This is an optimization exercise on Yosys and OpenROAD, whose aim is small area, not a production implementation.
Function was checked by simulation only, so behaviour that the tests miss may differ from the original.
Power figures rest on the tool's default switching activity, not on a simulated workload.

[design/flow/config.mk]
export PLATFORM = sky130hd
export DESIGN_NAME = vga640x480
export DESIGN_NICKNAME = vga640x480
export VERILOG_FILES = /design/flow/design.v
export SDC_FILE = /design/flow/constraint.sdc
export NUM_CORES = 4
export LEC_CHECK = 0
export CAP_MARGIN = 0
export CORE_MARGIN = 2
export CORE_UTILIZATION = 55
export PLACE_DENSITY = 0.7
export SLEW_MARGIN = 0
[design/flow/flow/env.sh]
# options for the ORFS steps (read by their scripts from the environment)
export BUFFER_PORTS_ARGS="-buffer_cell sky130_fd_sc_hd__buf_1"
export CTS_ARGS="-sink_clustering_enable -repair_clock_nets -dont_use_dummy_load -buf_list sky130_fd_sc_hd__clkbuf_8 -sink_clustering_size 20 -sink_clustering_max_diameter 50"
[design/flow/constraint.sdc]
create_clock -name core_clock -period 13.0 [get_ports {dclk}]
set_input_delay 2.6000 -clock core_clock [delete_from_list [all_inputs] [get_ports {dclk}]]
set_output_delay 2.6000 -clock core_clock [all_outputs]
set_load 0.01 [all_outputs]
[design/flow/flow/area.abc]
&get -n
&st
&dch -f
&nf -a -R 1000
&put
[design/flow/flow/run.sh]
#!/bin/bash
# Layout flow: ORFS synthesis exactly as the standard one (synth_recipe.tcl),
# except that ABC maps the logic with an area-oriented script (flow/area.abc)
# instead of ORFS's speed script; then the standard layout from floorplan on.
# Registers are untouched by ABC; their names and cells are checked against
# the standard synthesis below, falling back to it if they differ.
set -euo pipefail
W=$(pwd)
F=$W/flow
R=$W/orfs/results/$FLOW_PLATFORM/vga640x480/base

# 1. the standard synthesis, for reference
bash standard.sh synth > $W/log_std_synth.txt 2>&1
cp $R/1_2_yosys.v $W/std_netlist.v

# 2. the same synthesis with the area script for ABC
cp -r $FLOW_HOME/scripts $W/scripts_area
cp $F/area.abc $W/scripts_area/abc_area.script
make -C $FLOW_HOME DESIGN_CONFIG=$FLOW_CONFIG WORK_HOME=$W/orfs_area CLKGATE_MAP_FILE= \
  SYNTH_SCRIPT=$W/synth_recipe.tcl SCRIPTS_DIR=$W/scripts_area ABC_AREA=1 \
  synth > $W/log_area_synth.txt 2>&1
A=$W/orfs_area/results/$FLOW_PLATFORM/vga640x480/base/1_2_yosys.v

# 3. same registers (instance name and cell) as the standard synthesis?
regs() { grep -oE '^ *sky130_fd_sc_hd__(df|ed|sd|se)[a-z0-9_]* +[^ ]+' "$1" | sed 's/  */ /g' | sort; }
if diff <(regs $W/std_netlist.v) <(regs $A) > $W/log_regdiff.txt && [ "$(regs $A | wc -l)" -gt 0 ]; then
  echo "using area netlist" > $W/log_choice.txt
  cp $A $R/1_2_yosys.v
  touch $R/1_2_yosys.v
else
  echo "registers differ: using standard netlist" > $W/log_choice.txt
fi

# 4. the standard layout, with the layout options in flow/env.sh
if [ -f $F/env.sh ]; then source $F/env.sh; fi
bash standard.sh finish > $W/log_finish.txt 2>&1
[design/flow/design.v]
module Pixel (
    input  clock,
    input  col,
    input  row_set,
    input  row_clr,
    output reg pixel_value
);
  wire n1 = ~(pixel_value | (col & row_set));
  always @(posedge clock) pixel_value <= ~(n1 | (col & row_clr));
endmodule
module vga640x480 (
    input wire dclk,
    input wire clr,
    input wire [4:0] cursor_x,
    input wire [4:0] cursor_y,
    input wire button1,
    input wire button2,
    output wire hsync,
    output wire vsync,
    output reg [2:0] red,
    output reg [2:0] green,
    output reg [1:0] blue
);
  localparam NX = 28;
  localparam NY = 24;
  reg [5:0] hb;   
  reg [4:0] hs;   
  reg [4:0] vb;   
  reg [4:0] vs;   
  wire line_end = (hb == 6'd27) && (hs == 5'd15);
  wire hs_end = (hs == 5'd19);
  wire vs_end = (vs == 5'd19) || (vb == 5'd26 && vs == 5'd4);
  wire hc0 = (hb == 6'd27) && (hs == 5'd16);
  assign hsync = ~((hb == 6'd28 && hs >= 5'd5) || (hb >= 6'd29 && hb <= 6'd32) ||
                   (hb == 6'd33 && hs == 5'd0));
  assign vsync = ~(vb == 5'd24 && (hc0 ? (vs == 5'd17 || vs == 5'd18) :
                                          (vs == 5'd16 || vs == 5'd17)));
  always @(posedge dclk) begin
    if (clr) begin
      hb <= 6'd27;
      hs <= 5'd16;
      vb <= 5'd24;
      vs <= 5'd14;
    end else begin
      hs <= hs_end ? 5'd0 : hs + 5'd1;
      if (hs_end) hb <= (hb == 6'd39) ? 6'd0 : hb + 6'd1;
      if (line_end) begin
        vs <= vs_end ? 5'd0 : vs + 5'd1;
        if (vs_end) vb <= (vb == 5'd26) ? 5'd0 : vb + 5'd1;
      end
    end
  end
  wire [3:0] cx_lo, cy_lo;
  wire [7:0] cx_hi, cy_hi;
  wire set_en = ~clr & button1;
  wire clr_en = ~button1 & button2;
  genvar i, j;
  generate
    for (j = 0; j < 4; j = j + 1) begin : gpw1
      assign cx_lo[j] = cursor_x[1:0] == j;
      assign cy_lo[j] = cursor_y[1:0] == j;
    end
    for (j = 0; j < 8; j = j + 1) begin : gpw2
      assign cx_hi[j] = cursor_x[4:2] == j;
      assign cy_hi[j] = cursor_y[4:2] == j;
    end
  endgenerate
  wire [NX-1:0] col_line;
  wire [NY-1:0] row_set, row_clr;
  generate
    for (i = 0; i < NX; i = i + 1) begin : gcol
      assign col_line[i] = clr | (cx_lo[i%4] & cx_hi[i/4]);
    end
    for (j = 0; j < NY; j = j + 1) begin : grow
      assign row_set[j] = set_en & cy_lo[j%4] & cy_hi[j/4];
      assign row_clr[j] = clr | (clr_en & cy_lo[j%4] & cy_hi[j/4]);
    end
  endgenerate
  wire [NX*NY-1:0] cells;
  generate
    for (i = 0; i < NX; i = i + 1) begin : gx
      for (j = 0; j < NY; j = j + 1) begin : gy
        Pixel pixel (
            .clock(dclk),
            .col(col_line[i]),
            .row_set(row_set[j]),
            .row_clr(row_clr[j]),
            .pixel_value(cells[i*NY+j])
        );
      end
    end
  endgenerate
  wire [3:0] rd_rlo, rd_clo;
  wire [7:0] rd_rhi, rd_chi;
  generate
    for (j = 0; j < 4; j = j + 1) begin : gpr1
      assign rd_rlo[j] = vb[1:0] == j;
      assign rd_clo[j] = hb[1:0] == j;
    end
    for (j = 0; j < 8; j = j + 1) begin : gpr2
      assign rd_rhi[j] = vb[4:2] == j;
      assign rd_chi[j] = hb[4:2] == j;
    end
  endgenerate
  wire [NY-1:0] rsel;
  wire [NX-1:0] csel;
  wire [NX-1:0] colv;
  generate
    for (j = 0; j < NY; j = j + 1) begin : grs
      assign rsel[j] = rd_rlo[j%4] & rd_rhi[j/4];
    end
    for (i = 0; i < NX; i = i + 1) begin : gcs
      wire [NY/3-1:0] g;
      assign csel[i] = rd_clo[i%4] & rd_chi[i/4];
      for (j = 0; j < NY / 3; j = j + 1) begin : gg
        assign g[j] = ~(cells[i*NY+3*j] & rsel[3*j] | cells[i*NY+3*j+1] & rsel[3*j+1] |
                        cells[i*NY+3*j+2] & rsel[3*j+2]);
      end
      assign colv[i] = ~(&g);
    end
  endgenerate
  wire pix = |(colv & csel);
  wire vis = (hb < 6'd27 || (hb == 6'd27 && hs < 5'd16)) && (vb < 5'd24);
  wire cur = (cursor_x == hb[4:0]) && (cursor_y == vb);
  wire is_red = cur & ~button2;
  wire is_blue = cur & ~button1 & button2;
  wire white = ~is_red & ~is_blue & ~pix;
  always @(*) begin
    red = {3{vis & (is_red | white)}};
    green = {3{vis & white}};
    blue = {2{vis & (is_blue | white)}};
  end
endmodule
[design/flow/standard.sh]
#!/bin/bash
# synth_recipe.tcl (not shown) runs the flow's synth.tcl, then flattens the netlist and writes it again
# the make line also repeats each setting of config.mk as NAME=value (left out here)
make -C /OpenROAD-flow-scripts/flow DESIGN_CONFIG=/design/flow/config.mk WORK_HOME=/design/flow/orfs CLKGATE_MAP_FILE= SYNTH_SCRIPT=/design/flow/synth_recipe.tcl "${@:-finish}"
==> results of run 1 <==
## through the flow
| stage | total power [mW] | setup WS, ns | instances |
|---|---|---|---|
| floorplan | 2.33 | 6.67 | 2699 |
| global placement | 2.42 | 5.51 | 3387 |
| detailed placement | 2.43 | 5.51 | 3387 |
| CTS | 3.42 | 5.50 | 3440 |
| global route | 3.52 | 5.18 | 3442 |
| finish | 3.42 | 5.33 | 3442 |
## path summary, 6_finish.rpt
path,startpoint,endpoint,slack (ns),cells after the start
max,cursor_x[1],red[1],5.33,8
min,gx[2].gy[15].pixel.pixel_value,gx[2].gy[15].pixel.pixel_value,0.50,2
max reg2reg,hb[4],vb[3],10.21,9
min reg2reg,gx[2].gy[15].pixel.pixel_value,gx[2].gy[15].pixel.pixel_value,0.50,2
## metal layers
layer,GRT usage,wire (microns),vias up
met5,0.00625,66,-
met4,0.146,3810,6
met3,0.105,12000,290
met2,0.568,39800,1574
met1,0.472,33900,11400
li1,-,-,11000
## critical path, delay by kind of cell
family / cells / cell delay [ns]
AND/OR/NAND/NOR: 4 / 1.41
buffers and inverters: 2 / 0.72
AO/OA/AOI/OAI: 1 / 0.20
XOR/XNOR: 1 / 0.14
## cells in the final DEF, fill, tap and decap left out, types with 10 or more instances in the layout
cell type,n
a21oi_1,1363
dfxtp_1,693
a222oi_1,213
nand2_1,78
buf_4,70
nand4_1,68
clkbuf_8,53
nor2_1,26
o211ai_1,25
buf_1,23
ha_1,16
nor2_4,15
and3_1,13
and2_1,13
nor3_1,13
nor2_2,12
xor2_1,12
nand3_1,11
a22o_1,11
clkinv_1,10
o21ai_4,10
## final cells by class
type                            count  area [sq um]
Fill cell                        3903         17700
Sequential cell                   693         13900
Multi-Input combinational cell   1990         11800
Tap cell                          600           751
Clock buffer                       53           729
Timing Repair Buffer               93           612
Inverter                           11          41.3
Antenna cell                        2          5.00
## power by group
| group | switching, mW | internal (mW) | leakage (nW) | total (mW) |
|---|---|---|---|---|
| clock | 0.667 | 0.363 | 0.381 | 1.03 |
| combinational | 0.179 | 0.0399 | 3.55 | 0.219 |
| sequential | 0.0183 | 2.15 | 5.59 | 2.17 |
## flip-flops by register name, indices dropped and copies added (netlist names)
register                 count
gx.gy.pixel.pixel_value    672
hb                           6
hs                           5
vb                           5
vs                           5
==> flow_summary.ini, run 1 <==
[critical_path]
critical_path_class = primary input to output pin
cp-start-kind = primary input
cp_max_fo = 14
cpPeakStageDelay_ns = 0.81
worst_path_most_repeated_cell = buf_1
endpoint_kind = output pin
path_cells = buf_1, xor2_1, nor4_1, nand4_1, nor2_1, nor3_1, o21a_1, buf_1
critPathArrivalTime_ns = 5.07
required_ns = 10.40
crit_slowest_cell = nor4_1

[final_layout]
nets = 2872
areaGrowthSynthToFinish_pct = 9.47
drive_above_1_share = 0.0627
design_area_sq_um = 27800
fin_util = 0.611

[detailed_routing]
ant_nets = 0
vias_per_cell = 7.05
wl_per_cell_microns = 26.0
drc = 0
dr.pass1.iters = 11
drt_iter0_markers = 4259
vias = 24300
wirelength_microns = 89600

[status]
status = no timing/DRC/antenna violations

[timing]
clock.fmax_mhz = 130
slew_violations = 0
tightest_slew_ns = 1.27
setup_viol_count_final = 0
period_minus_slack_ns = 7.67
fin_crit_sh = 0.590
fin_tns_setup_ns = 0
rsz0062_at_grt = false
skew_ns = 0.0572
worst_hold_slack_ns = 0.502
hold_violations = 0
maxSlewHeadroom = 0.149

[logic_synthesis]
ys_warn_count = 2
avgSynthCellArea_sq_um = 9.40
synth_cells = 2699
netlist_area_sq_um = 25400
syn-num-nets = 2729

[place]
dpl_cell_area_sq_um = 27000
routabilityCongestion = 0.947
place_hpwl_microns = 50100
portBuffers = 23

[clocking]
htree_levels = 2
clock_path_buffers = 3
cts.clk_slew.worst_paths_ns = 0.07
cts-root-buf = clkbuf_8
cts_resized = 0
holdBufCountCts = 0
clk_latency_ns = 0.69
cts_buffers = 53
cts_tree = yes
cts.sink_count = 693
cts_setup_buffers = 0

[die]
ios = 24
die_h_microns = 219
die_w_microns = 219
dieArea_sq_um = 47800
num_rows = 78
fp.coreArea_sq_um = 45500
initial_core_util = 0.558

[grt]
grt_overflow = 0
grt_first_pass_wirelength_microns = 133000
grt_pass1_vias = 22300
grt_max_degree = 49
grt_usage = 0.363
antenna_found_initial = 5

[power]
leakagePower_nw = 9.52
ir_drop_mv = 0.0809
power_density_nw_per_um2 = 123

[worst_hold_path]
hp-class = flop to flop

[flow_run]
maxCapViolCount = 0
==> run 2: changes to the inputs <==
==> design/flow/flow/env.sh (replaced) <==
# options for the ORFS steps (read by their scripts from the environment)
export BUFFER_PORTS_ARGS="-buffer_cell sky130_fd_sc_hd__buf_1"
export CTS_ARGS="-sink_clustering_enable -repair_clock_nets -dont_use_dummy_load -buf_list sky130_fd_sc_hd__clkbuf_16 -sink_clustering_size 30 -sink_clustering_max_diameter 60"
==> flow_summary.ini, run 2 <==
[timing]
maxSlewHeadroom = 0.142
fin_tns_setup_ns = 0
hold_violations = 0
setup_viol_count_final = 0
skew_ns = 0.0358
clock.fmax_mhz = 131
period_minus_slack_ns = 7.63
worst_hold_slack_ns = 0.499
fin_ws_ns = 5.37
tightest_slew_ns = 1.28
fin_crit_sh = 0.587
slew_violations = 0
rsz0062_at_grt = false

[critical_path]
required_ns = 10.40
critical_path_class = primary input to output pin
critPathArrivalTime_ns = 5.03
path_cells = buf_1, xor2_1, nor4_1, nand4_1, nor2_1, nor3_1, o21a_1, buf_1
cp-start-kind = primary input
reg2reg_slack_ns = 10.25
cp_max_fo = 14
crit_slowest_cell = nor4_1
endpoint_kind = output pin
cpPeakStageDelay_ns = 0.78
worst_path_most_repeated_cell = buf_1

[grt]
antenna_found_initial = 5
grt_usage = 0.363
grt_pass1_vias = 22300
globalRouteMet2Util = 0.571
grtUsageMet3 = 0.101
grt_first_pass_wirelength_microns = 133000
grt_overflow = 0
grt.busiest_layer = met2
grt_max_degree = 49
grtUsageMet1 = 0.472

[detailed_routing]
vias_per_cell = 7.09
drt_iter0_markers = 4480
drc = 0
ant_nets = 0
wirelength_microns = 89700
dr.pass1.iters = 7
vias = 24400
wl_per_cell_microns = 26.1

[clocking]
cts.clk_slew.worst_paths_ns = 0.06
htree_levels = 2
cts_setup_buffers = 0
cts.sink_count = 693
holdBufCountCts = 0
cts_tree = yes
cts_buffers = 45
clk_latency_ns = 0.60
clock_path_buffers = 3
cts-root-buf = clkbuf_16
cts_resized = 0

[final_layout]
layout_common_cells = a21oi_1 (1363), dfxtp_1 (693), a222oi_1 (213)
reg_top3 = gx.gy.pixel.pixel_value: 672 flops, hb: 6 flops
areaGrowthSynthToFinish_pct = 11.0
max_flop_register = gx.gy.pixel.pixel_value
design_area_sq_um = 28200
drive_above_1_share = 0.0600
nFillCells = 3843
final_common_cell = a21oi_1
nets = 2864
largest_register_ffs = 672

[status]
status = no timing/DRC/antenna violations

[logic_synthesis]
synth_cells = 2699
netlist_area_sq_um = 25400
avgSynthCellArea_sq_um = 9.40
syn-num-nets = 2729
ys_warn_count = 2

[power]
totalPowerFinal_mw = 3.69
power_density_nw_per_um2 = 131
ir_drop_mv = 0.0854
leakagePower_nw = 9.69

[place]
place_hpwl_microns = 50100
portBuffers = 23
dpl_cell_area_sq_um = 27000
pre_cts_ws_ns = 5.51
routabilityCongestion = 0.947

[die]
die_h_microns = 219
ios = 24
num_rows = 78
dieArea_sq_um = 47800
initial_core_util = 0.558
fp.coreArea_sq_um = 45500
die_w_microns = 219

[flow_run]
maxCapViolCount = 0

[worst_hold_path]
hp-class = flop to flop
run 2: layout make-up:
cell class                 count  area (sq um)  share of cell area
timing repair buffer          93           612              0.0217
multi-input combinational   1990         11800               0.417
sequential                   693         13900               0.493
antenna                        2          5.00            0.000178
inverter                      11          41.3             0.00147
tap                          600           751              0.0267
clock buffer                  45          1130              0.0400
run 2: worst paths after layout:
path,startpoint,endpoint,cells past startpoint
worst min register to register,gx[15].gy[23].pixel.pixel_value,gx[15].gy[23].pixel.pixel_value,2
worst max register to register,hb[4],vb[3],9
worst min-delay path,gx[15].gy[23].pixel.pixel_value,gx[15].gy[23].pixel.pixel_value,2
worst max-delay path,cursor_x[1],red[1],8
run 2: worst max-delay path: cells and delay by family:
family                    cells  cell delay, ns
and+or+nand+nor               4            1.36
buffers and inverters         2            0.72
AOI/OAI and AO/OA             1            0.20
xor gates and xnor gates      1            0.14
run 2: through the flow:
step	instances	utilization
5_1_grt	3434	0.619
4_1_cts	3432	0.619
3_5_place_dp	3387	0.594
3_3_place_gp	3387	0.594
6_report	3434	0.619
2_1_floorplan	2699	-
run 2: routing by layer:
layer,part of all wire,wire (microns)
met3,0.13,11700
met4,0.040,3570
met5,0.00038,34
met2,0.45,40100
met1,0.38,34300
run 2: power by group:
part | total, mW | switching [mW] | internal (mW)
Sequential | 2.17 | 0.0185 | 2.15
Clock | 1.30 | 0.690 | 0.613
Combinational | 0.219 | 0.179 | 0.0399
Total | 3.69 | 0.887 | 2.80
==> run 3: changes to the inputs <==
--- a/design/flow/flow/run.sh
+++ b/design/flow/flow/run.sh
@@ -35,2 +35,2 @@
 if [ -f $F/env.sh ]; then source $F/env.sh; fi
-bash standard.sh finish > $W/log_finish.txt 2>&1
+bash standard.sh $FINISH_VARS finish > $W/log_finish.txt 2>&1
==> design/flow/flow/env.sh (replaced) <==
# options for the ORFS steps (read by their scripts from the environment)
export BUFFER_PORTS_ARGS="-buffer_cell sky130_fd_sc_hd__buf_1"
export CTS_ARGS="-sink_clustering_enable -repair_clock_nets -dont_use_dummy_load -buf_list sky130_fd_sc_hd__clkbuf_8 -sink_clustering_size 16 -sink_clustering_max_diameter 40"
# make variables for the layout steps
FINISH_VARS="MATCH_CELL_FOOTPRINT=0"
==> flow_summary.ini, run 3 <==
[status]
status = no timing/DRC/antenna violations

[detailed_routing]
drt_iter0_markers = 4568
vias = 24500
dr.pass1.iters = 8
vias_per_cell = 7.07
drc = 0
wirelength_microns = 90100
wl_per_cell_microns = 25.9
ant_nets = 0

[critical_path]
worst_path_most_repeated_cell = buf_1
reg2reg_slack_ns = 10.22
endpoint_kind = output pin
critical_path_class = primary input to output pin
crit_buf_inv = 2
cp-start-kind = primary input
required_ns = 10.40
cpPeakStageDelay_ns = 0.81
cp_max_fo = 14
path_cells = buf_1, xor2_1, nor4_1, nand4_1, nor2_1, nor3_1, o21a_1, buf_1
cp_top_family = simple AND/OR/NAND/NOR gates
crit_slowest_cell = nor4_1
critPathArrivalTime_ns = 5.08

[timing]
rsz0062_at_grt = false
fin_crit_sh = 0.591
slew_violations = 0
fin_tns_setup_ns = 0
clock.fmax_mhz = 130
setup_viol_count_final = 0
period_minus_slack_ns = 7.68
hold_violations = 0
maxSlewHeadroom = 0.148
tightest_slew_ns = 1.27
fin_ws_ns = 5.32
skew_ns = 0.0515
worst_hold_slack_ns = 0.496

[place]
pre_cts_ws_ns = 5.51
portBuffers = 23
routabilityCongestion = 0.947
place_hpwl_microns = 50100
dp.cells = 3387

[power]
p_clk_frac = 0.348
p_switching_mw = 0.910
comb_power_share = 0.060
p_int_mw = 2.76
swShare = 0.248
power_density_nw_per_um2 = 130
ir_drop_mv = 0.0737
leakagePower_nw = 9.73
power_frac_seq = 0.592

[clocking]
cts-root-buf = clkbuf_8
cts_buffers = 83
cts_setup_buffers = 0
clock_path_buffers = 3
clk_latency_ns = 0.67
cts.sink_count = 693
htree_levels = 3
cts_resized = 0
holdBufCountCts = 0
cts.clk_slew.worst_paths_ns = 0.04
cts_tree = yes

[logic_synthesis]
netlist_area_sq_um = 25400
avgSynthCellArea_sq_um = 9.40
ys_warn_count = 2
synth_cells = 2699
syn-num-nets = 2729

[final_layout]
drive_above_1_share = 0.0725
multi_input_area_sq_um = 11800
layout_common_cells = a21oi_1 (1363), dfxtp_1 (693), a222oi_1 (213)
reg_top3 = gx.gy.pixel.pixel_value: 672 flops, hb: 6 flops
layout.cells.non_filler = 3473
largest_register_ffs = 672
areaGrowthSynthToFinish_pct = 11.1
final_common_cell = a21oi_1
nets = 2902
nFillCells = 3845
max_flop_register = gx.gy.pixel.pixel_value
seqCellArea_sq_um = 13900

[grt]
grt_first_pass_wirelength_microns = 134000
grt_max_degree = 49
grt_pass1_vias = 22600
antenna_found_initial = 5
grt_overflow = 0
grt_usage = 0.366

[die]
dieArea_sq_um = 47800
die_w_microns = 219
initial_core_util = 0.558
fp.coreArea_sq_um = 45500
die_h_microns = 219
ios = 24
num_rows = 78

[worst_hold_path]
hp-class = flop to flop

[flow_run]
maxCapViolCount = 0
run 3: power groups by stage:
stage               clock, mW  sequential, mW  combinational (mW)
floorplan                   0            2.21               0.119
global placement            0            2.22               0.204
detailed placement          0            2.22               0.210
CTS                      1.29            2.17               0.210
global route             1.37            2.17               0.232
finish                   1.28            2.17               0.219
run 3: worst reg2reg max path, stage by stage (launching register included):
cell and delay, ns:
dfxtp_1 0.66, nand2_1 0.21, nor2_1 0.34, nand2_1 0.14, nor2_1 0.21, and2_0 0.33
nand2b_1 0.22, nor2_1 0.26, nor2_1 0.07, a211oi_1 0.21
run 3: cell type report:
cell class,count,area share
clock buffer,83,0.0405
tap,600,0.0266
timing repair buffer,93,0.0217
multi-input combinational,1990,0.417
antenna,3,0.000266
sequential,693,0.492
inverter,11,0.00147
run 3: routing by layer:
| layer | vias up | global-route usage | part of all wire |
|---|---|---|---|
| li1 | 11100 | - | - |
| met1 | 11600 | 0.472 | 0.38 |
| met2 | 1577 | 0.575 | 0.45 |
| met3 | 285 | 0.106 | 0.13 |
| met4 | 2 | 0.153 | 0.041 |
| met5 | - | 0.00625 | 0.00014 |
run 3: path summary, 6_finish.rpt:
| path | startpoint | to | depth (start not counted) |
|---|---|---|---|
| setup / recovery | cursor_x[1] | red[1] | 8 |
| hold / removal | gx[12].gy[6].pixel.pixel_value | gx[12].gy[6].pixel.pixel_value | 2 |
| setup reg to reg | hb[4] | vb[0] | 9 |
| hold reg to reg | gx[12].gy[6].pixel.pixel_value | gx[12].gy[6].pixel.pixel_value | 2 |
run 3: stage by stage:
stage,power [mW],instance area (sq um),util
5_1_grt,3.78,28200,0.620
4_1_cts,3.67,28200,0.619
3_5_place_dp,2.43,27000,0.594
2_1_floorplan,2.33,25400,-
6_report,3.67,28200,0.620
3_3_place_gp,2.42,27000,0.594
==> run 4: changes to the inputs <==
--- a/design/flow/flow/run.sh
+++ b/design/flow/flow/run.sh
@@ -33,4 +33,11 @@
 
-# 4. the standard layout, with the layout options in flow/env.sh
+# 4. layout options (flow/env.sh); optionally upsize the drivers of
+#    high-fanout nets before placement
 if [ -f $F/env.sh ]; then source $F/env.sh; fi
+if [ -n "${UPSIZE_PER_LOAD_FF:-}" ]; then
+  cp $R/1_2_yosys.v $W/pre_upsize_netlist.v
+  python3 $F/upsize.py $FLOW_HOME/platforms/$FLOW_PLATFORM/lib/sky130_fd_sc_hd__tt_025C_1v80.lib \
+    $W/pre_upsize_netlist.v $R/1_2_yosys.v $UPSIZE_PER_LOAD_FF > $W/log_upsize.txt 2>&1
+  touch $R/1_2_yosys.v
+fi
 bash standard.sh $FINISH_VARS finish > $W/log_finish.txt 2>&1
==> design/flow/flow/env.sh (replaced) <==
# options for the ORFS steps (read by their scripts from the environment)
export BUFFER_PORTS_ARGS="-buffer_cell sky130_fd_sc_hd__buf_1"
export CTS_ARGS="-sink_clustering_enable -repair_clock_nets -dont_use_dummy_load -buf_list sky130_fd_sc_hd__clkbuf_8 -sink_clustering_size 18 -sink_clustering_max_diameter 45"
# make variables for the layout steps
FINISH_VARS="MATCH_CELL_FOOTPRINT=0"
# estimated load per fanout pin (fF) for upsizing high-fanout drivers
UPSIZE_PER_LOAD_FF=5
==> design/flow/flow/upsize.py (new file) <==
"""Upsizes the drivers of high-fanout nets in a Yosys netlist: each driver
becomes the smallest drive strength of its cell whose max_capacitance covers
an estimate of the net's load (pins plus wire). Flip-flops are left alone.
usage: upsize.py LIB IN OUT PER_LOAD_FF"""
import re, sys, collections
lib, src, dst, per = sys.argv[1], sys.argv[2], sys.argv[3], float(sys.argv[4])
L = open(lib).read()
cells = {}
for m in re.finditer(r'\n\s*cell\s*\(\s*"?(\w+)"?\s*\)\s*\{', L):
    body = L[m.end():m.end() + 200000]
    nxt = re.search(r'\n\s*cell\s*\(', body)
    if nxt: body = body[:nxt.start()]
    a = re.search(r'\barea\s*:\s*([\d.]+)', body)
    caps = [float(x) for x in re.findall(r'max_capacitance\s*:\s*([\d.]+)', body)]
    if a and caps: cells[m.group(1)] = (float(a.group(1)), min(caps))
dont = ('probe', 'lpflow')
t = open(src).read()
inst_re = re.compile(r'^(\s*)(sky130_fd_sc_hd__\w+)(\s+\S+\s*\()(.*?\);)', re.S | re.M)
outpins = {'X', 'Y', 'Q', 'Q_N', 'HI', 'LO', 'COUT', 'SUM'}
fo = collections.Counter()
for m in inst_re.finditer(t):
    for pin, net in re.findall(r'\.(\w+)\(([^()]*)\)', m.group(4)):
        if pin not in outpins: fo[net.strip()] += 1
changed = collections.Counter()
def repl(m):
    typ = m.group(2)
    if '__df' in typ or '__conb' in typ: return m.group(0)
    outs = [net.strip() for pin, net in re.findall(r'\.(\w+)\(([^()]*)\)', m.group(4)) if pin in outpins]
    if len(outs) != 1: return m.group(0)
    need = fo[outs[0]] * per / 1000.0
    base = re.sub(r'_\d+$', '', typ)
    if typ not in cells or cells[typ][1] >= need: return m.group(0)
    cands = [(a, c, n) for n, (a, c) in cells.items()
             if re.sub(r'_\d+$', '', n) == base and n != typ and c >= need and not any(d in n for d in dont)]
    if not cands: return m.group(0)
    a, c, n = min(cands)
    changed[(typ, n)] += 1
    return m.group(1) + n + m.group(3) + m.group(4)
t = inst_re.sub(repl, t)
open(dst, 'w').write(t)
for k, v in changed.items(): print(k, v)
--- a/design/flow/config.mk
+++ b/design/flow/config.mk
@@ -9,4 +9,4 @@
 export CORE_MARGIN = 2
-export CORE_UTILIZATION = 55
-export PLACE_DENSITY = 0.7
+export CORE_UTILIZATION = 65
+export PLACE_DENSITY = 0.75
 export SLEW_MARGIN = 0
==> flow_summary.ini, run 4 <==
[final_layout]
final_common_cell = a21oi_1
largest_register_ffs = 672
nets = 2867
max_flop_register = gx.gy.pixel.pixel_value
drive_above_1_share = 0.0642
reg_top3 = gx.gy.pixel.pixel_value: 672 flops, hb: 6 flops
multi_input_area_sq_um = 11800
areaGrowthSynthToFinish_pct = 8.47
seqCellArea_sq_um = 13900
layout_common_cells = a21oi_1 (1363), dfxtp_1 (693), a222oi_1 (213)
design_area_sq_um = 27700
antenna_cells = 0
nFillCells = 3097

[timing]
slew_violations = 0
fin_crit_sh = 0.598
setup_viol_count_final = 0
fin_ws_ns = 5.23
hold_violations = 0
maxSlewHeadroom = 0.119
rsz0062_at_grt = false
fin_tns_setup_ns = 0
period_minus_slack_ns = 7.77
skew_ns = 0.0671
tightest_slew_ns = 1.32
clock.fmax_mhz = 129

[power]
power_density_nw_per_um2 = 125
ir_drop_mv = 0.0987
totalPowerFinal_mw = 3.47
leakagePower_nw = 9.52

[logic_synthesis]
avgSynthCellArea_sq_um = 9.47
netlist_area_sq_um = 25600
syn-num-nets = 2729
synth_cells = 2699
ys_warn_count = 2

[clocking]
cts_tree = yes
htree_levels = 2
clk_latency_ns = 0.70
holdBufCountCts = 0
cts.sink_count = 693
cts_setup_buffers = 0
cts_buffers = 60
cts-root-buf = clkbuf_8
clock_path_buffers = 3
cts.clk_slew.worst_paths_ns = 0.07
cts_resized = 0

[die]
die_w_microns = 202
initial_core_util = 0.660
die_h_microns = 202
num_rows = 72
ios = 24
fp.coreArea_sq_um = 38700
dieArea_sq_um = 40900

[detailed_routing]
drc = 0
wl_per_cell_microns = 26.2
ant_nets = 0
vias = 24800
dr.pass1.iters = 14
vias_per_cell = 7.38
drt_iter0_markers = 4256
wirelength_microns = 87800

[grt]
antenna_found_initial = 0
grt_usage = 0.413
grt_max_degree = 61
grt_pass1_vias = 23000
grt_overflow = 0
grt_first_pass_wirelength_microns = 131000

[place]
pre_cts_ws_ns = 5.45
dpl_cell_area_sq_um = 26900
place_hpwl_microns = 49000
routabilityCongestion = 0.997
portBuffers = 23

[critical_path]
r2r-start = hb[4]
cp_max_fo = 14
cp-start-kind = primary input
endpoint_kind = output pin
crit_path_start = cursor_x[0]
critical_path_class = primary input to output pin
critPathArrivalTime_ns = 5.17
reg2reg_slack_ns = 10.23
required_ns = 10.40

[flow_run]
maxCapViolCount = 0

[status]
status = no timing/DRC/antenna violations

[worst_hold_path]
min-delay-start = gx[4].gy[10].pixel.pixel_value
hp-class = flop to flop
-- run 4: area by class of cell --
cell class,count,area share
Sequential cell,693,0.500
Multi-Input combinational cell,1990,0.426
Clock buffer,60,0.0298
Tap cell,518,0.0234
Timing Repair Buffer,81,0.0188
Inverter,11,0.00153
-- run 4: metrics by stage --
stage | instances | util | hold WS (ns)
6_report | 3353 | 0.716 | 0.502
2_1_floorplan | 2699 | - | 0.466
5_1_grt | 3353 | 0.716 | 0.515
3_3_place_gp | 3293 | 0.694 | 0.475
4_1_cts | 3353 | 0.716 | 0.504
3_5_place_dp | 3293 | 0.694 | 0.484
-- run 4: report_power, final --
group | internal (mW) | leakage (nW) | total [mW] | switching, mW
sequential | 2.15 | 5.59 | 2.17 | 0.0185
combinational | 0.0373 | 3.50 | 0.216 | 0.179
clock | 0.409 | 0.431 | 1.09 | 0.676
-- run 4: path summary, 6_finish.rpt --
path | end | depth (start not counted)
setup / recovery | red[1] | 8
hold / removal | gx[4].gy[10].pixel.pixel_value | 2
setup reg to reg | vb[0] | 9
hold reg to reg | gx[4].gy[10].pixel.pixel_value | 2
-- run 4: metal layers --
metal,vias up,GRT usage,share of wire
met4,2,0.219,0.052
met5,-,0.0167,0.0010
met1,11600,0.539,0.37
met2,1793,0.627,0.43
li1,11000,-,-
met3,354,0.112,0.14
-- run 4: critical path, stage by stage --
cell	delay [ns]
buf_1	0.60
xor2_1	0.15
nor4_1	0.87
nand4_1	0.30
nor2_1	0.21
nor3_1	0.10
o21a_1	0.20
buf_1	0.13
==> run 5: changes to the inputs <==
--- a/design/flow/design.v
+++ b/design/flow/design.v
@@ -9,2 +9,17 @@
   always @(posedge clock) pixel_value <= ~(n1 | (col & row_clr));
+endmodule
+module LineAnd (
+    input  a,
+    input  b,
+    output y
+);
+  assign y = a & b;
+endmodule
+module LineAndOr (
+    input  a,
+    input  b,
+    input  c,
+    output y
+);
+  assign y = (a & b) | c;
 endmodule
@@ -69,9 +84,14 @@
   wire [NY-1:0] row_set, row_clr;
+  wire [3:0] cy_lo_set, cy_lo_clr;
   generate
+    for (j = 0; j < 4; j = j + 1) begin : gpw3
+      assign cy_lo_set[j] = set_en & cy_lo[j];
+      assign cy_lo_clr[j] = clr_en & cy_lo[j];
+    end
     for (i = 0; i < NX; i = i + 1) begin : gcol
-      assign col_line[i] = clr | (cx_lo[i%4] & cx_hi[i/4]);
+      LineAndOr drv (.a(cx_lo[i%4]), .b(cx_hi[i/4]), .c(clr), .y(col_line[i]));
     end
     for (j = 0; j < NY; j = j + 1) begin : grow
-      assign row_set[j] = set_en & cy_lo[j%4] & cy_hi[j/4];
-      assign row_clr[j] = clr | (clr_en & cy_lo[j%4] & cy_hi[j/4]);
+      LineAnd drv_s (.a(cy_lo_set[j%4]), .b(cy_hi[j/4]), .y(row_set[j]));
+      LineAndOr drv_c (.a(cy_lo_clr[j%4]), .b(cy_hi[j/4]), .c(clr), .y(row_clr[j]));
     end
@@ -109,3 +129,3 @@
     for (j = 0; j < NY; j = j + 1) begin : grs
-      assign rsel[j] = rd_rlo[j%4] & rd_rhi[j/4];
+      LineAnd drv (.a(rd_rlo[j%4]), .b(rd_rhi[j/4]), .y(rsel[j]));
     end
--- a/design/flow/flow/run.sh
+++ b/design/flow/flow/run.sh
@@ -10,2 +10,6 @@
 R=$W/orfs/results/$FLOW_PLATFORM/vga640x480/base
+# layout options: environment for the ORFS scripts and make variables
+AREA_SYNTH_VARS=""
+FINISH_VARS=""
+if [ -f $F/env.sh ]; then source $F/env.sh; fi
 
@@ -19,3 +23,3 @@
 make -C $FLOW_HOME DESIGN_CONFIG=$FLOW_CONFIG WORK_HOME=$W/orfs_area CLKGATE_MAP_FILE= \
-  SYNTH_SCRIPT=$W/synth_recipe.tcl SCRIPTS_DIR=$W/scripts_area ABC_AREA=1 \
+  SYNTH_SCRIPT=$W/synth_recipe.tcl SCRIPTS_DIR=$W/scripts_area ABC_AREA=1 $AREA_SYNTH_VARS \
   synth > $W/log_area_synth.txt 2>&1
@@ -33,5 +37,3 @@
 
-# 4. layout options (flow/env.sh); optionally upsize the drivers of
-#    high-fanout nets before placement
-if [ -f $F/env.sh ]; then source $F/env.sh; fi
+# 4. optionally upsize the drivers of high-fanout nets before placement
 if [ -n "${UPSIZE_PER_LOAD_FF:-}" ]; then
==> design/flow/flow/env.sh (replaced) <==
# Options for the layout steps, read by flow/run.sh.
# Environment for the ORFS scripts:
export BUFFER_PORTS_ARGS="-buffer_cell sky130_fd_sc_hd__buf_1"
export CTS_ARGS="-sink_clustering_enable -repair_clock_nets -dont_use_dummy_load -buf_list sky130_fd_sc_hd__clkbuf_8 -sink_clustering_size 18 -sink_clustering_max_diameter 45"
# make variables for the area synthesis and for the layout steps:
AREA_SYNTH_VARS="SYNTH_HIERARCHICAL=1"
FINISH_VARS="MATCH_CELL_FOOTPRINT=0"
# estimated load per fanout pin (fF) for upsizing high-fanout drivers:
UPSIZE_PER_LOAD_FF=7
==> flow_summary.ini, run 5 <==
[status]
status = no timing/DRC/antenna violations

[die]
ios = 24
die_w_microns = 203
initial_core_util = 0.662
num_rows = 72
fp.coreArea_sq_um = 38800
die_h_microns = 203
dieArea_sq_um = 41100

[clocking]
clk_latency_ns = 0.70
cts-root-buf = clkbuf_8
htree_levels = 2
cts.sink_count = 693
cts_resized = 0
cts_tree = yes
cts_setup_buffers = 0
cts_buffers = 57
holdBufCountCts = 0
clock_path_buffers = 3
cts.clk_slew.worst_paths_ns = 0.06

[logic_synthesis]
syn-num-nets = 2669
synth_cells = 2639
avgSynthCellArea_sq_um = 9.74
netlist_area_sq_um = 25700
ys_warn_count = 2

[critical_path]
endpoint_kind = output pin
cp.depth = 12
required_ns = 10.40
cp_top_family = simple AND/OR/NAND/NOR gates
cp-start-kind = flop
critical_path_class = flop to output pin
critPathArrivalTime_ns = 4.82
cp_max_fo = 28
reg2reg_depth = 7
crit_buf_inv = 2
path_cells = clkinv_1, ha_1, and2_2, a222oi_1, nand4_1, o211ai_1, nand4_1, nor3_1, nand2_1, nor3_1, and2_0, buf_1
crit_slowest_cell = and2_2
crit_path_start = vb[0]
r2r-start = hb[0]
cpPeakStageDelay_ns = 0.52

[timing]
fin_tns_setup_ns = 0
period_minus_slack_ns = 7.42
setup_viol_count_final = 0
clock.fmax_mhz = 135
skew_ns = 0.0912
fin_crit_sh = 0.571
tightest_slew_ns = 1.10
slew_violations = 0
hold_violations = 0
rsz0062_at_grt = false
maxSlewHeadroom = 0.266

[power]
power_density_nw_per_um2 = 126
ir_drop_mv = 0.112
leakagePower_nw = 9.32

[place]
portBuffers = 23
place_hpwl_microns = 47600
routabilityCongestion = 1.04

[final_layout]
drive_above_1_share = 0.0607
largest_register_ffs = 672
reg_top3 = gx.gy.pixel.pixel_value: 672 flops, hb: 6 flops
nets = 2749
areaGrowthSynthToFinish_pct = 5.86
fin_util = 0.701
layout_common_cells = a21oi_1 (1352), dfxtp_1 (693), a222oi_1 (224)
final_common_cell = a21oi_1
antenna_cells = 0
max_flop_register = gx.gy.pixel.pixel_value

[detailed_routing]
wl_per_cell_microns = 26.7
vias_per_cell = 7.44
drc = 0
vias = 24100
drt_iter0_markers = 3872
dr.pass1.iters = 10
ant_nets = 0
wirelength_microns = 86300

[worst_hold_path]
min-delay-start = gx[14].gy[2].pixel.pixel_value
hp-class = flop to flop
hold_depth = 2

[grt]
grt_usage = 0.410
grt_max_degree = 75
grt_pass1_vias = 22500
grt_first_pass_wirelength_microns = 130000
grt_overflow = 0
antenna_found_initial = 0

[flow_run]
maxCapViolCount = 0
run 5: through the flow:
step | hold slack, ns | cell area (sq um) | instances | power (mW) | setup slack (ns)
2_1_floorplan | 0.465 | 25700 | 2639 | 2.34 | 6.67
3_3_place_gp | 0.478 | 26400 | 3178 | 2.41 | 6.37
3_5_place_dp | 0.486 | 26400 | 3178 | 2.42 | 6.36
4_1_cts | 0.502 | 27200 | 3235 | 3.43 | 5.80
5_1_grt | 0.524 | 27200 | 3235 | 3.54 | 5.36
6_report | 0.505 | 27200 | 3235 | 3.43 | 5.58
run 5: final timing paths:
kind                                          to  slack (ns)
setup / recovery                        green[0]        5.58
hold / removal    gx[14].gy[2].pixel.pixel_value        0.50
setup reg to reg                           vb[2]       10.01
hold reg to reg   gx[14].gy[2].pixel.pixel_value        0.50
run 5: worst reg2reg max path: cells and delay by family, from the launching register on:
family / cells / cell delay, ns
and+or+nand+nor: 6 / 1.78
adders and majority gates: 1 / 0.63
DFF: 1 / 0.47
run 5: layout make-up:
type / instances / area, sq um
Sequential cell: 693 / 13900
Multi-Input combinational cell: 1931 / 11800
Fill cell: 3108 / 11600
Clock buffer: 57 / 785
Tap cell: 518 / 648
Timing Repair Buffer: 26 / 110
Inverter: 10 / 37.5
run 5: metal layers:
metal  global-route usage  wire [microns]  vias up
li1                     -               -    10800
met1                0.532           32200    11100
met2                0.616           37000     1797
met3                0.127           12800      341
met4                0.211            4420        0
met5              0.00357               0        -
run 5: report_power, final:
group / switching, mW / internal, mW / total [mW]
registers: 0.0181 / 2.15 / 2.17
clock network: 0.659 / 0.390 / 1.05
logic: 0.173 / 0.0422 / 0.215
total: 0.850 / 2.58 / 3.43
==> run 6: changes to the inputs <==
--- a/design/flow/flow/env.sh
+++ b/design/flow/flow/env.sh
@@ -5,5 +5,5 @@
 # make variables for the area synthesis and for the layout steps:
-AREA_SYNTH_VARS="SYNTH_HIERARCHICAL=1"
+AREA_SYNTH_VARS="SYNTH_HIERARCHICAL=1 ADDER_MAP_FILE="
 FINISH_VARS="MATCH_CELL_FOOTPRINT=0"
 # estimated load per fanout pin (fF) for upsizing high-fanout drivers:
-UPSIZE_PER_LOAD_FF=7
+UPSIZE_PER_LOAD_FF=6
==> flow_summary.ini, run 6 <==
[power]
power_density_nw_per_um2 = 127
ir_drop_mv = 0.111
leakagePower_nw = 9.35
totalPowerFinal_mw = 3.42

[place]
portBuffers = 23
place_hpwl_microns = 48300
routabilityCongestion = 1.05
dp.cells = 3201

[detailed_routing]
wl_per_cell_microns = 26.6
dr.pass1.iters = 11
drc = 0
vias_per_cell = 7.35
ant_nets = 0
drt_iter0_markers = 4170
wirelength_microns = 86500
vias = 24000

[worst_hold_path]
hp-class = flop to flop

[critical_path]
cp-start-kind = flop
critical_path_class = flop to output pin
required_ns = 10.40
cp_top_family = simple AND/OR/NAND/NOR gates
crit_buf_inv = 1
worst_path_most_repeated_cell = nand4_1
cp_max_fo = 28
critPathArrivalTime_ns = 4.74
cpPeakStageDelay_ns = 0.79
crit_slowest_cell = nor4_1
path_cells = nor3b_1, and2_2, a222oi_1, nand4_1, o211ai_1, nand4_1, nor4_1, nand3_1, nand2_1, buf_1
endpoint_kind = output pin
reg2reg_slack_ns = 9.61

[die]
die_w_microns = 201
dieArea_sq_um = 40500
ios = 24
num_rows = 72
die_h_microns = 201
fp.coreArea_sq_um = 38500
initial_core_util = 0.657

[clocking]
htree_levels = 2
cts_resized = 0
cts.clk_slew.worst_paths_ns = 0.10
cts-root-buf = clkbuf_8
cts_tree = yes
holdBufCountCts = 0
clock_path_buffers = 3
cts_buffers = 57
cts.sink_count = 693
clk_latency_ns = 0.69
cts_setup_buffers = 0

[timing]
period_minus_slack_ns = 7.34
tightest_slew_ns = 1.34
worst_hold_slack_ns = 0.483
clock.fmax_mhz = 136
rsz0062_at_grt = false
maxSlewHeadroom = 0.102
slew_violations = 0
fin_tns_setup_ns = 0
fin_crit_sh = 0.565
hold_violations = 0
setup_viol_count_final = 0
skew_ns = 0.0611

[final_layout]
nets = 2756
reg_top3 = gx.gy.pixel.pixel_value: 672 flops, hb: 6 flops
largest_register_ffs = 672
layout.cells.non_filler = 3258
drive_above_1_share = 0.0591
final_common_cell = a21oi_1
areaGrowthSynthToFinish_pct = 6.70
max_flop_register = gx.gy.pixel.pixel_value
layout_common_cells = a21oi_1 (1354), dfxtp_1 (693), a222oi_1 (224)
antenna_cells = 0

[grt]
antenna_found_initial = 0
grt_usage = 0.414
grt_first_pass_wirelength_microns = 130000
grt_overflow = 0
grt_pass1_vias = 22200
grt_max_degree = 61

[status]
status = no timing/DRC/antenna violations

[logic_synthesis]
netlist_area_sq_um = 25300
syn-num-nets = 2651
ys_warn_count = 2
avgSynthCellArea_sq_um = 9.58
synth_cells = 2637

[flow_run]
maxCapViolCount = 0
## run 6: worst min-delay path, cell delays in order, from the launching register on
cell and delay, ns:
dfxtp_1 0.33, nand2_1 0.06, nand2_1 0.04
## run 6: stage by stage
stage               area [sq um]  worst slack (ns)  utilization
global placement           26200              6.39        0.681
detailed placement         26200              6.32        0.681
finish                     27000              5.66        0.701
CTS                        27000              5.99        0.701
floorplan                  25300              6.65            -
global route               27000              5.54        0.701
## run 6: worst paths after layout
kind / from / to / cells after the start
worst min-delay path: vs[1] / vs[1] / 2
worst min register to register: vs[1] / vs[1] / 2
worst max register to register: hb[3] / vb[4] / 10
worst max-delay path: vb[2] / red[2] / 10
## run 6: report_power, final
part / internal (mW) / switching (mW) / total, mW / leakage, nW
combinational: 0.0391 / 0.167 / 0.206 / 3.35
clock: 0.390 / 0.661 / 1.05 / 0.410
sequential: 2.15 / 0.0169 / 2.17 / 5.59
## run 6: layer usage
layer  track usage  vias to the layer above  routed length (microns)
met2         0.623                     1777                    37400
met1         0.544                    11000                    31600
met5             0                        -                        0
met3         0.127                      320                    13300
li1              -                    10900                        -
met4         0.206                        0                     4230
## run 6: layout make-up
type | instances | area (sq um)
sequential | 693 | 13900
fill | 3062 | 11500
multi-input combinational | 1935 | 11300
clock buffer | 57 | 785
tap | 518 | 648
timing repair buffer | 51 | 298
inverter | 4 | 15.0
==> run 7: changes to the inputs <==
--- a/design/flow/flow/env.sh
+++ b/design/flow/flow/env.sh
@@ -8,2 +8,2 @@
 # estimated load per fanout pin (fF) for upsizing high-fanout drivers:
-UPSIZE_PER_LOAD_FF=6
+UPSIZE_PER_LOAD_FF=7
--- a/design/flow/config.mk
+++ b/design/flow/config.mk
@@ -9,4 +9,4 @@
 export CORE_MARGIN = 2
-export CORE_UTILIZATION = 65
-export PLACE_DENSITY = 0.75
+export CORE_UTILIZATION = 70
+export PLACE_DENSITY = 0.8
 export SLEW_MARGIN = 0
==> flow_summary.ini, run 7 <==
[status]
status = no timing/DRC/antenna violations

[die]
die_w_microns = 195
dieArea_sq_um = 38000
die_h_microns = 195
num_rows = 69
initial_core_util = 0.713
ios = 24
fp.coreArea_sq_um = 35700

[flow_run]
maxCapViolCount = 0

[critical_path]
crit_slowest_cell = nor4_1
critPathArrivalTime_ns = 4.67
endpoint_kind = output pin
cpPeakStageDelay_ns = 0.57
required_ns = 10.40
crit_path_start = cursor_y[2]
cp_top_family = simple AND/OR/NAND/NOR gates
cp_max_fo = 7
cp.depth = 9
r2r-start = hb[3]
crit_buf_inv = 2
cp-start-kind = primary input
critical_path_class = primary input to output pin
path_cells = buf_1, xor2_1, nor4_1, nand4_1, nor2_1, nor4_1, nand3_1, nand2_1, buf_1
reg2reg_depth = 10

[place]
pre_cts_ws_ns = 5.87
routabilityCongestion = 0.932
place_hpwl_microns = 47600
portBuffers = 23

[detailed_routing]
vias = 24000
drt_iter0_markers = 3862
wirelength_microns = 84900
dr.pass1.iters = 8
wl_per_cell_microns = 26.8
vias_per_cell = 7.58
drc = 0
ant_nets = 0

[power]
p_int_mw = 2.56
power_density_nw_per_um2 = 126
comb_power_share = 0.060
swShare = 0.247
power_frac_seq = 0.638
leakagePower_nw = 9.20
p_switching_mw = 0.838
p_clk_frac = 0.302
ir_drop_mv = 0.117

[timing]
skew_ns = 0.0238
rsz0062_at_grt = false
period_minus_slack_ns = 7.27
maxSlewHeadroom = 0.178
worst_hold_slack_ns = 0.479
clock.fmax_mhz = 137
fin_crit_sh = 0.559
setup_viol_count_final = 0
hold_violations = 0
fin_tns_setup_ns = 0
tightest_slew_ns = 1.23
slew_violations = 0
fin_ws_ns = 5.73

[clocking]
htree_levels = 2
clk_latency_ns = 0.68
cts_setup_buffers = 0
cts_buffers = 54
cts-root-buf = clkbuf_8
cts_tree = yes
holdBufCountCts = 0
cts.clk_slew.worst_paths_ns = 0.06
cts_resized = 0
clock_path_buffers = 3
cts.sink_count = 693

[final_layout]
fin_util = 0.752
areaGrowthSynthToFinish_pct = 5.44
layout_common_cells = a21oi_1 (1353), dfxtp_1 (693), a222oi_1 (224)
reg_top3 = gx.gy.pixel.pixel_value: 672 flops, hb: 6 flops
nets = 2727
largest_register_ffs = 672
max_flop_register = gx.gy.pixel.pixel_value
final_common_cell = a21oi_1
drive_above_1_share = 0.0598

[logic_synthesis]
synth_cells = 2637
ys_warn_count = 2
syn-num-nets = 2651
avgSynthCellArea_sq_um = 9.67
netlist_area_sq_um = 25500

[worst_hold_path]
min-delay-start = vs[1]
hold_depth = 2
hp-class = flop to flop

[grt]
grt_max_degree = 61
grt_overflow = 0
antenna_found_initial = 3
grt_usage = 0.435
grt_first_pass_wirelength_microns = 128000
grt_pass1_vias = 22700
==> run 7: changes by cell type in the layout (fill, tap and decap cells not counted), moves of 3 or more <==
cell / before / now
a21o_4: 0 / 28
a21o_1: 26 / 2
nor3b_1: 14 / 11
a21o_2: 28 / 24
buf_4: 28 / 2
clkbuf_8: 57 / 54
nor3b_2: 0 / 3
==> run 7: tightest hold or removal path, cell delays in order, from the launching register on <==
cell and delay (ns):
dfxtp_1 0.33, nand2_1 0.06, nand2_1 0.04
==> run 7: layer usage <==
layer  global-route usage  vias to the layer above  routed length, microns
li1                     -                    10800                       -
met3                0.125                      443                   12900
met4                0.253                        6                    5300
met2                0.670                     1796                   37100
met5                    0                        -                      54
met1                0.547                    11000                   29600
==> run 7: through the flow <==
step / cell area, sq um / power, mW / std cells
2_1_floorplan: 25500 / 2.34 / 2637
5_1_grt: 26900 / 3.49 / 3172
3_5_place_dp: 26100 / 2.41 / 3118
4_1_cts: 26900 / 3.39 / 3172
3_3_place_gp: 26100 / 2.40 / 3118
6_report: 26900 / 3.40 / 3173
==> run 7: path summary, 6_finish.rpt <==
check                           slack [ns]      end
worst max register to register       10.05    vb[3]
worst min-delay path                  0.48    vs[1]
worst max-delay path                  5.73  blue[1]
worst min register to register        0.48    vs[1]
==> run 7: cell type report <==
type / instances / area, sq um
well taps: 461 / 577
inverters: 4 / 15.0
multi-input cells: 1935 / 11600
repair buffers: 25 / 103
diodes: 1 / 2.50
fillers: 2649 / 8850
clock buffers: 54 / 743
flip-flops and latches: 693 / 13900
==> run 7: power groups by stage <==
stage | Clock [mW] | Combinational [mW] | Sequential (mW)
after floorplan | 0 | 0.127 | 2.21
after global placement | 0 | 0.187 | 2.21
after detailed placement | 0 | 0.194 | 2.21
after CTS | 1.03 | 0.195 | 2.17
after global routing | 1.10 | 0.216 | 2.17
final | 1.03 | 0.204 | 2.17
==> run 8: changes to the inputs <==
--- a/design/flow/flow/env.sh
+++ b/design/flow/flow/env.sh
@@ -8,2 +8,2 @@
 # estimated load per fanout pin (fF) for upsizing high-fanout drivers:
-UPSIZE_PER_LOAD_FF=7
+UPSIZE_PER_LOAD_FF=6
--- a/design/flow/config.mk
+++ b/design/flow/config.mk
@@ -9,4 +9,4 @@
 export CORE_MARGIN = 2
-export CORE_UTILIZATION = 70
-export PLACE_DENSITY = 0.8
+export CORE_UTILIZATION = 75
+export PLACE_DENSITY = 0.85
 export SLEW_MARGIN = 0
==> flow_summary.ini, run 8 <==
[status]
status = no timing/DRC/antenna violations

[clocking]
cts.clk_slew.worst_paths_ns = 0.05
cts_resized = 0
htree_levels = 2
cts_tree = yes
clock_path_buffers = 3
holdBufCountCts = 0
cts_setup_buffers = 0
cts.sink_count = 693
clk_latency_ns = 0.66
cts_buffers = 54
cts-root-buf = clkbuf_8

[die]
initial_core_util = 0.757
die_w_microns = 188
ios = 24
fp.coreArea_sq_um = 33400
dieArea_sq_um = 35200
num_rows = 67
die_h_microns = 188

[detailed_routing]
wl_per_cell_microns = 26.8
dr.pass1.iters = 11
ant_nets = 0
drc = 0
wirelength_microns = 85300
vias_per_cell = 7.72
vias = 24600
drt_iter0_markers = 4510

[power]
totalPowerFinal_mw = 3.39
ir_drop_mv = 0.109
leakagePower_nw = 9.34
power_density_nw_per_um2 = 126

[grt]
globalRouteMet2Util = 0.691
grt_first_pass_wirelength_microns = 128000
grt_usage = 0.467
grtUsageMet1 = 0.597
antenna_found_initial = 0
grt_overflow = 0
grt.busiest_layer = met2
grtUsageMet3 = 0.154
grt_max_degree = 61
grt_pass1_vias = 22800

[final_layout]
antenna_cells = 0
max_flop_register = gx.gy.pixel.pixel_value
final_common_cell = a21oi_1
nets = 2754
areaGrowthSynthToFinish_pct = 6.22
nFillCells = 2309
largest_register_ffs = 672
layout.cells.non_filler = 3186
layout_common_cells = a21oi_1 (1354), dfxtp_1 (693), a222oi_1 (224)
reg_top3 = gx.gy.pixel.pixel_value: 672 flops, hb: 6 flops
drive_above_1_share = 0.0584
design_area_sq_um = 26800

[flow_run]
maxCapViolCount = 0

[logic_synthesis]
syn-num-nets = 2651
netlist_area_sq_um = 25300
ys_warn_count = 2
synth_cells = 2637
avgSynthCellArea_sq_um = 9.58

[timing]
period_minus_slack_ns = 7.46
fin_crit_sh = 0.574
slew_violations = 0
clock.fmax_mhz = 134
hold_violations = 0
setup_viol_count_final = 0
tightest_slew_ns = 1.26
skew_ns = 0.0383
fin_tns_setup_ns = 0
maxSlewHeadroom = 0.158
rsz0062_at_grt = false

[place]
dpl_cell_area_sq_um = 26100
place_hpwl_microns = 48100
portBuffers = 23
routabilityCongestion = 1.05
dp.cells = 3132

[worst_hold_path]
hp-class = flop to flop

[critical_path]
required_ns = 10.40
endpoint_kind = output pin
critPathArrivalTime_ns = 4.86
path_cells = nor2_1, and2_2, a222oi_1, nand4_1, o211ai_1, nand4_1, nor4_1, nand3_1, nand2_1, buf_1
cp_max_fo = 28
critical_path_class = flop to output pin
worst_path_most_repeated_cell = nand4_1
crit_slowest_cell = nor4_1
cpPeakStageDelay_ns = 0.98
cp-start-kind = flop
-- run 8: changes by cell type in the layout (fill, tap and decap cells not counted) --
cell	change
a21o_4	-28
buf_4	+27
a21o_1	+24
a21o_2	+4
nor3b_1	+3
nor3b_2	-3
a21oi_1	+1
a21oi_2	-1
diode_2	-1
nor3_1	+1
nor3_2	-1
-- run 8: metrics by stage --
step	hold WS (ns)	utilization	setup slack [ns]
after floorplan	0.439	-	6.65
after global placement	0.455	0.782	6.41
after detailed placement	0.468	0.782	6.38
after CTS	0.481	0.805	6.13
after global routing	0.503	0.805	5.57
final	0.482	0.805	5.54
-- run 8: metal layers --
layer,part of all wire,wire [microns]
met1,0.34,29400
met2,0.42,36100
met3,0.17,14100
met4,0.066,5590
met5,0.0012,99
-- run 8: worst max-delay path, delay by kind of cell (launching register included) --
kind            cells  cell delay, ns
compound gates      2            0.80
flops               1            0.58
buf+inv             1            0.16
simple gates        7            2.67
-- run 8: path summary, 6_finish.rpt --
check	start	cells after the start	slack, ns	end
max reg2reg	hb[3]	10	9.78	vb[3]
min reg2reg	vs[1]	2	0.48	vs[1]
min	vs[1]	2	0.48	vs[1]
max	vb[3]	10	5.54	red[1]
-- run 8: power by group --
group / switching (mW) / internal, mW / leakage (nW)
clock network: 0.652 / 0.370 / 0.388
logic: 0.167 / 0.0390 / 3.36
registers: 0.0173 / 2.15 / 5.59
-- run 8: layout make-up --
type                    count  area, sq um  area share
repair buffers             52          305      0.0114
inverters                   4         15.0    0.000559
flip-flops and latches    693        13900       0.517
multi-input cells        1935        11300       0.423
clock buffers              54          743      0.0277
well taps                 448          561      0.0209
==> run 9: changes to the inputs <==
--- a/design/flow/flow/run.sh
+++ b/design/flow/flow/run.sh
@@ -41,3 +41,3 @@
   python3 $F/upsize.py $FLOW_HOME/platforms/$FLOW_PLATFORM/lib/sky130_fd_sc_hd__tt_025C_1v80.lib \
-    $W/pre_upsize_netlist.v $R/1_2_yosys.v $UPSIZE_PER_LOAD_FF > $W/log_upsize.txt 2>&1
+    $W/pre_upsize_netlist.v $R/1_2_yosys.v $UPSIZE_PER_LOAD_FF ${UPSIZE_MIN_FANOUT:-} > $W/log_upsize.txt 2>&1
   touch $R/1_2_yosys.v
--- a/design/flow/flow/env.sh
+++ b/design/flow/flow/env.sh
@@ -9 +9,3 @@
 UPSIZE_PER_LOAD_FF=6
+# drivers of this many pins or more always get a stronger cell:
+UPSIZE_MIN_FANOUT=20
--- a/design/flow/flow/upsize.py
+++ b/design/flow/flow/upsize.py
@@ -3,5 +3,8 @@
 an estimate of the net's load (pins plus wire). Flip-flops are left alone.
-usage: upsize.py LIB IN OUT PER_LOAD_FF"""
+A driver of MIN_FANOUT or more pins (if given) is always given a drive
+strength above its current one's max_capacitance.
+usage: upsize.py LIB IN OUT PER_LOAD_FF [MIN_FANOUT]"""
 import re, sys, collections
 lib, src, dst, per = sys.argv[1], sys.argv[2], sys.argv[3], float(sys.argv[4])
+min_fo = int(sys.argv[5]) if len(sys.argv) > 5 else 0
 L = open(lib).read()
@@ -31,3 +34,5 @@
     base = re.sub(r'_\d+$', '', typ)
-    if typ not in cells or cells[typ][1] >= need: return m.group(0)
+    if typ not in cells: return m.group(0)
+    if min_fo and fo[outs[0]] >= min_fo: need = max(need, cells[typ][1] + 1e-6)
+    if cells[typ][1] >= need: return m.group(0)
     cands = [(a, c, n) for n, (a, c) in cells.items()
==> flow_summary.ini, run 9 <==
[detailed_routing]
vias_per_cell = 7.89
drt_iter0_markers = 4838
drc = 0
wirelength_microns = 86100
dr.pass1.iters = 12
vias = 24900
ant_nets = 0
wl_per_cell_microns = 27.3

[critical_path]
cp_max_fo = 28
crit_path_start = vb[4]
reg2reg_depth = 10
crit_end = red[2]
timing.rr.end = vb[3]
required_ns = 10.40
cp-start-kind = flop
critPathArrivalTime_ns = 4.83
r2r-start = hb[3]
reg2reg_slack_ns = 9.75
endpoint_kind = output pin
critical_path_class = flop to output pin

[timing]
fin_tns_setup_ns = 0
hold_violations = 0
period_minus_slack_ns = 7.43
slew_violations = 0
maxSlewHeadroom = 0.272
skew_ns = 0.0534
fin_crit_sh = 0.572
setup_viol_count_final = 0
tightest_slew_ns = 1.09
clock.fmax_mhz = 135
rsz0062_at_grt = false

[die]
fp.coreArea_sq_um = 33400
num_rows = 67
die_h_microns = 188
die_w_microns = 188
dieArea_sq_um = 35200
initial_core_util = 0.758
ios = 24

[clocking]
holdBufCountCts = 0
clk_latency_ns = 0.68
cts_setup_buffers = 0
htree_levels = 2
cts.clk_slew.worst_paths_ns = 0.11
cts_tree = yes
cts_buffers = 51
clock_path_buffers = 3
cts_resized = 0
cts.sink_count = 693
cts-root-buf = clkbuf_8

[final_layout]
antenna_cells = 0
max_flop_register = gx.gy.pixel.pixel_value
final_common_cell = a21oi_1
nFillCells = 2338
layout_common_cells = a21oi_1 (1354), dfxtp_1 (693), a222oi_1 (224)
layout.cells.non_filler = 3155
nets = 2723
largest_register_ffs = 672
areaGrowthSynthToFinish_pct = 5.22
drive_above_1_share = 0.0565
reg_top3 = gx.gy.pixel.pixel_value: 672 flops, hb: 6 flops

[grt]
grt_max_degree = 61
grt_overflow = 0
grt_first_pass_wirelength_microns = 130000
antenna_found_initial = 0
grt_pass1_vias = 23600
grt_usage = 0.471

[logic_synthesis]
ys_warn_count = 2
netlist_area_sq_um = 25300
syn-num-nets = 2651
synth_cells = 2637
avgSynthCellArea_sq_um = 9.59

[place]
place_hpwl_microns = 49000
routabilityCongestion = 0.999
portBuffers = 23
dp.cells = 3104

[status]
status = no timing/DRC/antenna violations

[power]
totalPowerFinal_mw = 3.37
leakagePower_nw = 9.15
power_density_nw_per_um2 = 126
ir_drop_mv = 0.120

[worst_hold_path]
hp-class = flop to flop

[flow_run]
maxCapViolCount = 0
## run 9: worst min-delay path by stage
stage | from | endpoint | slack [ns] | cells after the start
floorplan | hs[0] | hs[0] | 0.44 | 1
global placement | hs[0] | hs[0] | 0.45 | 1
detailed placement | hs[0] | hs[0] | 0.47 | 1
CTS | vs[1] | vs[1] | 0.49 | 2
global route | vs[1] | vs[1] | 0.50 | 2
finish | vs[1] | vs[1] | 0.49 | 2
## run 9: layer usage
metal | up-vias | track usage | wire [microns]
met4 | 0 | 0.293 | 6120
met2 | 2194 | 0.706 | 36400
li1 | 10800 | - | -
met1 | 11400 | 0.582 | 29200
met3 | 535 | 0.170 | 14400
met5 | - | 0 | 0
## run 9: power by group
| part | internal [mW] | switching [mW] |
|---|---|---|
| Sequential | 2.15 | 0.0175 |
| Clock | 0.351 | 0.648 |
| Combinational | 0.0347 | 0.166 |
## run 9: final cells by class
| type | count | area [sq um] | area share |
|---|---|---|---|
| multi-input cells | 1935 | 11400 | 0.427 |
| repair buffers | 24 | 95.1 | 0.00357 |
| well taps | 448 | 561 | 0.0211 |
| flip-flops and latches | 693 | 13900 | 0.521 |
| inverters | 4 | 15.0 | 0.000564 |
| clock buffers | 51 | 702 | 0.0264 |
## run 9: metrics by stage
stage	worst slack, ns	hold slack (ns)	utilization	area (sq um)
3_5_place_dp	6.33	0.467	0.777	25900
4_1_cts	6.01	0.485	0.798	26600
5_1_grt	5.55	0.498	0.798	26600
2_1_floorplan	6.65	0.439	-	25300
3_3_place_gp	6.40	0.455	0.777	25900
6_report	5.57	0.488	0.798	26600
## run 9: worst max-delay path: stages, from the launching register on
cell and delay (ns):
dfxtp_1 0.65, nor3b_1 0.17, and2_2 0.47, a222oi_1 0.58
nand4_1 0.33, o211ai_1 0.28, nand4_1 0.27, nor4_1 0.78
nand3_1 0.26, nand2_1 0.16, buf_1 0.16
==> run 10: changes to the inputs <==
--- a/design/flow/config.mk
+++ b/design/flow/config.mk
@@ -9,4 +9,4 @@
 export CORE_MARGIN = 2
-export CORE_UTILIZATION = 75
-export PLACE_DENSITY = 0.85
+export CORE_UTILIZATION = 70
+export PLACE_DENSITY = 0.8
 export SLEW_MARGIN = 0
==> flow_summary.ini, run 10 <==
[status]
status = no timing/DRC/antenna violations

[power]
ir_drop_mv = 0.141
comb_power_share = 0.059
leakagePower_nw = 9.17
p_int_mw = 2.55
p_switching_mw = 0.832
p_clk_frac = 0.300
swShare = 0.246
power_frac_seq = 0.641
power_density_nw_per_um2 = 127

[logic_synthesis]
avgSynthCellArea_sq_um = 9.59
ys_warn_count = 2
synth_cells = 2637
netlist_area_sq_um = 25300
syn-num-nets = 2651

[grt]
grt_first_pass_wirelength_microns = 127000
grt_max_degree = 61
grt_usage = 0.429
antenna_found_initial = 0
grt_overflow = 0
grt_pass1_vias = 22500

[clocking]
cts.clk_slew.worst_paths_ns = 0.07
clock_path_buffers = 3
cts_buffers = 53
htree_levels = 2
holdBufCountCts = 0
cts_resized = 0
cts.sink_count = 693
clk_latency_ns = 0.66
cts_setup_buffers = 0
cts-root-buf = clkbuf_8
cts_tree = yes

[critical_path]
r2r-start = hb[3]
critical_path_class = flop to output pin
required_ns = 10.40
crit_path_start = vb[3]
cp-start-kind = flop
cp_max_fo = 28
endpoint_kind = output pin
reg2reg_slack_ns = 9.71
critPathArrivalTime_ns = 4.67

[final_layout]
nets = 2726
areaGrowthSynthToFinish_pct = 5.42
multi_input_area_sq_um = 11400
fin_util = 0.750
max_flop_register = gx.gy.pixel.pixel_value
design_area_sq_um = 26700
seqCellArea_sq_um = 13900
nFillCells = 2651
largest_register_ffs = 672
final_common_cell = a21oi_1
drive_above_1_share = 0.0576
antenna_cells = 0
layout_common_cells = a21oi_1 (1354), dfxtp_1 (693), a222oi_1 (224)
reg_top3 = gx.gy.pixel.pixel_value: 672 flops, hb: 6 flops

[detailed_routing]
vias_per_cell = 7.62
dr.pass1.iters = 10
ant_nets = 0
wirelength_microns = 84300
wl_per_cell_microns = 26.6
drt_iter0_markers = 3882
drc = 0
vias = 24200

[timing]
slew_violations = 0
skew_ns = 0.0286
period_minus_slack_ns = 7.27
maxSlewHeadroom = 0.145
tightest_slew_ns = 1.28
setup_viol_count_final = 0
hold_violations = 0
worst_hold_slack_ns = 0.490
clock.fmax_mhz = 138
fin_crit_sh = 0.559
rsz0062_at_grt = false
fin_tns_setup_ns = 0

[place]
dpl_cell_area_sq_um = 25900
routabilityCongestion = 1.09
place_hpwl_microns = 47600
portBuffers = 23

[die]
fp.coreArea_sq_um = 35600
die_h_microns = 194
die_w_microns = 194
ios = 24
dieArea_sq_um = 37700
initial_core_util = 0.711
num_rows = 69

[worst_hold_path]
hp-class = flop to flop
min-delay-start = vs[1]

[flow_run]
maxCapViolCount = 0
## run 10: layout make-up
class	count	area share
multi-input combinational	1935	0.426
sequential	693	0.520
inverter	4	0.000563
tap	461	0.0216
clock buffer	53	0.0273
timing repair buffer	25	0.00385
## run 10: worst paths after layout
kind,endpoint,cells past startpoint
min,vs[1],2
max reg2reg,vb[3],10
max,red[0],10
min reg2reg,vs[1],2
## run 10: through the flow
| stage | setup WS (ns) | std cells | power (mW) |
|---|---|---|---|
| final | 5.73 | 3171 | 3.38 |
| after global routing | 5.73 | 3171 | 3.46 |
| after CTS | 6.13 | 3171 | 3.36 |
| after detailed placement | 6.34 | 3118 | 2.40 |
| after global placement | 6.39 | 3118 | 2.39 |
| after floorplan | 6.65 | 2637 | 2.33 |
## run 10: per-layer routing
layer / wire length, microns / track usage / part of all wire
met4: 4390 / 0.237 / 0.052
met2: 36600 / 0.653 / 0.43
met3: 12700 / 0.134 / 0.15
met1: 30700 / 0.545 / 0.36
met5: 0 / 0.00639 / 0
## run 10: power groups by stage
stage          Sequential, mW  Clock [mW]  Combinational (mW)
6_report                 2.17        1.02               0.198
5_1_grt                  2.17        1.08               0.209
4_1_cts                  2.17        1.01               0.188
3_5_place_dp             2.21           0               0.188
3_3_place_gp             2.21           0               0.181
2_1_floorplan            2.21           0               0.121
## run 10: worst max-delay path: stages, from the launching register on
cell	delay, ns
dfxtp_1	0.67
nor3_1	0.16
and2_2	0.47
a222oi_1	0.53
nand4_1	0.27
o211ai_1	0.24
nand4_1	0.29
nor4_1	0.79
nand3_1	0.26
nand2_1	0.16
buf_1	0.17

afterwards: timing with drivers on the ports:
In the flow no input, the clock included, has a driving cell. The finished layouts below were timed again as built, in two steps. Step 1, drivers: a clkbuf_16 drives dclk and a buf_2 each remaining input, both assumed. Step 2 also shifts input and output timing later by t, the mid clock arrival at the registers, as if the neighbouring blocks saw the same clock. Three values: no drivers, after step 1, after step 2; two values: the first two.
run	shift t [ns]	setup WS [ns]
run 1	0.738	5.327 / 5.257 / 5.257
run 2	0.647	5.371 / 5.305 / 5.305
run 3	0.720	5.315 / 5.247 / 5.247
run 4	0.739	5.232 / 5.178 / 5.181
run 5	0.723	5.581 / 5.525 / 6.216
run 6	0.729	5.656 / 5.601 / 6.264
run 7	0.744	5.727 / 5.701 / 5.701
run 8	0.716	5.537 / 5.482 / 6.198
run 9	0.716	5.569 / 5.515 / 6.231
run 10	0.728	5.729 / 5.672 / 6.285
After both steps every run listed still meets setup and hold.
